What follows belongs to an exercise in optimizing a design on an open flow for small area, a short achievable clock period and few clock cycles per item; a production flow would make more cautious choices. Where RTL was checked, it was by simulation tests only, not by an equivalence proof against the original. Power and IR drop assume default switching activity.

Setup of old:
## divider
module divider #
(
    parameter N = 32
)
(
    input wire [N-1:0] dividend,
    input wire [N-1:0] divisor,
    input wire start,
    input wire rst,
    input wire clk,
    output wire [N-1:0] quotient,
    output wire [N-1:0] remainder,
    output wire done
);
    wire [N-1:0] xq0 = dividend;
    wire [N-1:0] d0 = divisor;
    wire v0 = start;
    wire [0:0] c0 = xq0[N-1];
    wire [0:0] g0_0 = ~c0 & d0[0:0];
    wire [0:0] p0_0 = ~c0 | d0[0:0];
    wire [0:0] bi0 = 1'b0;
    wire ge0 = ~g0_0[0] & ~|d0[N-1:1];
    wire [0:0] r1 = c0 ^ ({1{ge0}} & (d0[0:0] ^ bi0));
    wire [N-1:0] xq1 = {xq0[N-2:0], ge0};
    wire [N-1:0] d1 = d0;
    wire v1 = v0;
    wire [1:0] c1 = {r1, xq1[N-1]};
    wire [1:0] g1_0 = ~c1 & d1[1:0];
    wire [1:0] p1_0 = ~c1 | d1[1:0];
    wire [1:0] g1_1, p1_1;
    assign g1_1[0] = g1_0[0];
    assign p1_1[0] = p1_0[0];
    assign g1_1[1] = g1_0[1] | (p1_0[1] & g1_0[0]);
    assign p1_1[1] = p1_0[1] & p1_0[0];
    wire [1:0] bi1 = {g1_1[0:0], 1'b0};
    wire ge1 = ~g1_1[1] & ~|d1[N-1:2];
    wire [1:0] r2 = c1 ^ ({2{ge1}} & (d1[1:0] ^ bi1));
    wire [N-1:0] xq2 = {xq1[N-2:0], ge1};
    wire [N-1:0] d2 = d1;
    wire v2 = v1;
    wire [2:0] c2 = {r2, xq2[N-1]};
    wire [2:0] g2_0 = ~c2 & d2[2:0];
    wire [2:0] p2_0 = ~c2 | d2[2:0];
    wire [2:0] g2_1, p2_1;
    assign g2_1[0] = g2_0[0];
    assign p2_1[0] = p2_0[0];
    assign g2_1[1] = g2_0[1] | (p2_0[1] & g2_0[0]);
    assign p2_1[1] = p2_0[1] & p2_0[0];
    assign g2_1[2] = g2_0[2];
    assign p2_1[2] = p2_0[2];
    wire [2:0] g2_2, p2_2;
    assign g2_2[0] = g2_1[0];
    assign p2_2[0] = p2_1[0];
    assign g2_2[1] = g2_1[1];
    assign p2_2[1] = p2_1[1];
    assign g2_2[2] = g2_1[2];
    assign p2_2[2] = p2_1[2];
    wire [2:0] g2_3, p2_3;
    assign g2_3[0] = g2_2[0];
    assign p2_3[0] = p2_2[0];
    assign g2_3[1] = g2_2[1];
    assign p2_3[1] = p2_2[1];
    assign g2_3[2] = g2_2[2] | (p2_2[2] & g2_2[1]);
    assign p2_3[2] = p2_2[2] & p2_2[1];
    wire [2:0] bi2 = {g2_3[1:0], 1'b0};
    wire ge2 = ~g2_3[2] & ~|d2[N-1:3];
    wire [2:0] r3 = c2 ^ ({3{ge2}} & (d2[2:0] ^ bi2));
    wire [N-1:0] xq3 = {xq2[N-2:0], ge2};
    wire [N-1:0] d3 = d2;
  ...
For scale: roughly 130 I/O pins, roughly 76,000 sq um of cells after synthesis.
Settings: LEC_CHECK=0, ABC_AREA=1, CAP_MARGIN=20, CORE_MARGIN=2, CORE_UTILIZATION=60, CTS_CLUSTER_DIAMETER=100, CTS_CLUSTER_SIZE=25, SETUP_SLACK_MARGIN=2.3, SLEW_MARGIN=20; clock period 4.5 ns.
run.sh (not shown) runs the stock make flow with config.mk's settings and CLKGATE_MAP_FILE= SYNTH_SCRIPT=/design/flow/synth_recipe.tcl, a recipe that flattens the netlist after the stock synthesis.
Input changes introduced in new (baseline for comparison: old):
--- a/flow/design.v
+++ b/flow/design.v
@@ -63,19 +63,34 @@
     assign g2_3[2] = g2_2[2] | (p2_2[2] & g2_2[1]);
     assign p2_3[2] = p2_2[2] & p2_2[1];
     wire [2:0] bi2 = {g2_3[1:0], 1'b0};
     wire ge2 = ~g2_3[2] & ~|d2[N-1:3];
     wire [2:0] r3 = c2 ^ ({3{ge2}} & (d2[2:0] ^ bi2));
     wire [N-1:0] xq3 = {xq2[N-2:0], ge2};
     wire [N-1:0] d3 = d2;
     wire v3 = v2;
-    wire [3:0] c3 = {r3, xq3[N-1]};
-    wire [3:0] g3_0 = ~c3 & d3[3:0];
-    wire [3:0] p3_0 = ~c3 | d3[3:0];
+    reg [2:0] r3_q;
+    reg [N-1:0] xq3_q;
+    reg [N-1:0] d3_q;
+    reg z3_q;
+    reg v3_q;
+    always @(posedge clk) begin
+        r3_q <= r3;
+        xq3_q <= xq3;
+        d3_q <= d3;
+        z3_q <= ~|d3[N-1:4];
+    end
+    always @(posedge clk, posedge rst) begin
+        if (rst) v3_q <= 1'b0;
+        else v3_q <= v3;
+    end
+    wire [3:0] c3 = {r3_q, xq3_q[N-1]};
+    wire [3:0] g3_0 = ~c3 & d3_q[3:0];
+    wire [3:0] p3_0 = ~c3 | d3_q[3:0];
     wire [3:0] g3_1, p3_1;
     assign g3_1[0] = g3_0[0];
     assign p3_1[0] = p3_0[0];
     assign g3_1[1] = g3_0[1] | (p3_0[1] & g3_0[0]);
     assign p3_1[1] = p3_0[1] & p3_0[0];
     assign g3_1[2] = g3_0[2];
     assign p3_1[2] = p3_0[2];
     assign g3_1[3] = g3_0[3] | (p3_0[3] & g3_0[2]);
@@ -94,21 +109,21 @@
     assign p3_3[0] = p3_2[0];
     assign g3_3[1] = g3_2[1];
     assign p3_3[1] = p3_2[1];
     assign g3_3[2] = g3_2[2] | (p3_2[2] & g3_2[1]);
     assign p3_3[2] = p3_2[2] & p3_2[1];
     assign g3_3[3] = g3_2[3];
     assign p3_3[3] = p3_2[3];
     wire [3:0] bi3 = {g3_3[2:0], 1'b0};
-    wire ge3 = ~g3_3[3] & ~|d3[N-1:4];
-    wire [3:0] r4 = c3 ^ ({4{ge3}} & (d3[3:0] ^ bi3));
-    wire [N-1:0] xq4 = {xq3[N-2:0], ge3};
-    wire [N-1:0] d4 = d3;
-    wire v4 = v3;
+    wire ge3 = ~g3_3[3] & z3_q;
+    wire [3:0] r4 = c3 ^ ({4{ge3}} & (d3_q[3:0] ^ bi3));
+    wire [N-1:0] xq4 = {xq3_q[N-2:0], ge3};
+    wire [N-1:0] d4 = d3_q;
+    wire v4 = v3_q;
     reg [3:0] r4_q;
     reg [N-1:0] xq4_q;
     reg [N-1:0] d4_q;
     reg z4_q;
     reg v4_q;
     always @(posedge clk) begin
         r4_q <= r4;
         xq4_q <= xq4;
Findings:
- new: non-clock inverter instance count of the final layout 2.6% below old
- Sort old and new by worst hold path depth, descending, and old comes first.
- Against old, area used by sequential logic in the layout in new rose by a few percent.
- Non-clock buffer count for new: about 56% down relative to old
- On final design area excluding fillers, new does better than old.
- Relative to old, the sequential share of layout area of new is higher by 4.1 points.
- Between old and new, the clock insertion delay at the later pin of the skew report figures differ only marginally.
- The post-DP HPWL in new is 1.2 times that in old.
- Die area | new > old
Function was not checked in any run of this note: the RTL went through the layout flow alone.


== sierra ==
divider, a different RTL version from the one above (not shown whole).
Size: roughly 9,400 cells after synthesis, about 2,500 flip-flops, about 130 I/O pins, ~83,000 sq um of cells after synthesis.
## divider
module divider #
(
    parameter N = 32
)
(
    input wire [N-1:0] dividend,
    input wire [N-1:0] divisor,
    input wire start,
    input wire rst,
    input wire clk,
    output wire [N-1:0] quotient,
    output wire [N-1:0] remainder,
    output wire done
);
Settings: LEC_CHECK=0, ABC_AREA=1, CAP_MARGIN=20, CORE_MARGIN=2, CORE_UTILIZATION=60, CTS_CLUSTER_DIAMETER=100, CTS_CLUSTER_SIZE=25, SETUP_SLACK_MARGIN=2.3, SLEW_MARGIN=20; clock period 4.5 ns.
Testbench counts of sierra, summed over its fixed seeds: cycles 2,288, items 2,048.
Input-level comparison between harbor and sierra:
--- a/flow/design.v
+++ b/flow/design.v
@@ -18,32 +18,47 @@
     wire [0:0] c0 = xq0[N-1];
     wire [0:0] g0_0 = ~c0 & d0[0:0];
     wire [0:0] p0_0 = ~c0 | d0[0:0];
     wire [0:0] bi0 = 1'b0;
     wire ge0 = ~g0_0[0] & ~|d0[N-1:1];
     wire [0:0] r1 = c0 ^ ({1{ge0}} & (d0[0:0] ^ bi0));
     wire [N-1:0] xq1 = {xq0[N-2:0], ge0};
     wire [N-1:0] d1 = d0;
     wire v1 = v0;
-    wire [1:0] c1 = {r1, xq1[N-1]};
-    wire [1:0] g1_0 = ~c1 & d1[1:0];
-    wire [1:0] p1_0 = ~c1 | d1[1:0];
+    reg [0:0] r1_q;
+    reg [N-1:0] xq1_q;
+    reg [N-1:0] d1_q;
+    reg z1_q;
+    reg v1_q;
+    always @(posedge clk) begin
+        r1_q <= r1;
+        xq1_q <= xq1;
+        d1_q <= d1;
+        z1_q <= ~|d1[N-1:2];
+    end
+    always @(posedge clk, posedge rst) begin
+        if (rst) v1_q <= 1'b0;
+        else v1_q <= v1;
+    end
+    wire [1:0] c1 = {r1_q, xq1_q[N-1]};
+    wire [1:0] g1_0 = ~c1 & d1_q[1:0];
+    wire [1:0] p1_0 = ~c1 | d1_q[1:0];
     wire [1:0] g1_1, p1_1;
     assign g1_1[0] = g1_0[0];
     assign p1_1[0] = p1_0[0];
     assign g1_1[1] = g1_0[1] | (p1_0[1] & g1_0[0]);
     assign p1_1[1] = p1_0[1] & p1_0[0];
     wire [1:0] bi1 = {g1_1[0:0], 1'b0};
-    wire ge1 = ~g1_1[1] & ~|d1[N-1:2];
-    wire [1:0] r2 = c1 ^ ({2{ge1}} & (d1[1:0] ^ bi1));
-    wire [N-1:0] xq2 = {xq1[N-2:0], ge1};
-    wire [N-1:0] d2 = d1;
-    wire v2 = v1;
+    wire ge1 = ~g1_1[1] & z1_q;
+    wire [1:0] r2 = c1 ^ ({2{ge1}} & (d1_q[1:0] ^ bi1));
+    wire [N-1:0] xq2 = {xq1_q[N-2:0], ge1};
+    wire [N-1:0] d2 = d1_q;
+    wire v2 = v1_q;
     reg [1:0] r2_q;
     reg [N-1:0] xq2_q;
     reg [N-1:0] d2_q;
     reg z2_q;
     reg v2_q;
     always @(posedge clk) begin
         r2_q <= r2;
         xq2_q <= xq2;
         d2_q <= d2;
--- outcome ---
Comparing sierra with harbor, the switching part of the total power came out essentially unchanged. Summary of harbor over sierra: routed wire length rose by 2.8 mm; part of the cycle the worst path needs rose by 0.19 points; final critical delay including setup and external delays rose by 8.7 ps; share of layout cells above drive strength 1 rose by 1.0 points; post-placement cell count rose by about 1.1%. sierra → harbor: post-detailed-placement cell area increased 1300 sq um; post-route non-filler standard cell count increased 175; count of plain and timing-repair buffers in the layout increased 22%. harbor ended up with sky130_fd_sc_hd__dfxtp_2 as its critical path's slowest cell; sierra ended up with sky130_fd_sc_hd__dfrtp_1. Looking at harbor and sierra, the synthesized-area fraction occupied by ao, oa, aoi and oai cells is a wash. Re fmax: harbor and sierra aren't equal, and the higher value belongs to sierra.
Testbench counts of harbor, summed over its fixed seeds: cycles 2,296, items 2,048.

afterwards: timing with drivers on the ports:
How much do the figures lean on ideal ports? The routed layouts below were timed once more, with nothing changed but the port constraints.
Step 1 (the two cells are an assumption about what drives the block):
set clk [get_ports {clk}]
set_driving_cell -lib_cell sky130_fd_sc_hd__clkbuf_16 $clk
set_driving_cell -lib_cell sky130_fd_sc_hd__buf_2 [delete_from_list [all_inputs] $clk]
Step 2 also shifts input and output timing later by t, the mid clock arrival at the registers, as if the neighbouring blocks saw the same clock.
a / b / c = no drivers / after step 1 / after step 2; a / b = the first two.
run | shift t [ns] | setup WS [ns] | hold slack, ns | worst setup path after step 2 | clock arrival spread, ns
old | 0.813 | 1.865 / 1.865 / 1.348 | 0.259 / 0.217 / 0.315 | input to register | 0.054 / 0.054
new | 0.823 | 2.285 / 2.266 / 1.635 | 0.302 / 0.274 / 0.302 | input to register | 0.079 / 0.079
sierra | 0.828 | 2.320 / 2.240 / 1.704 | 0.288 / 0.288 / 0.288 | input to register | 0.076 / 0.076
harbor | 0.833 | 2.311 / 2.242 / 2.139 | 0.297 / 0.297 / 0.297 | input to register | 0.080 / 0.080
After both steps setup and hold are still met in every run listed. For new, which loses most, drivers alone change the setup slack by -0.019 ns; drivers and shift together by -0.650 ns.
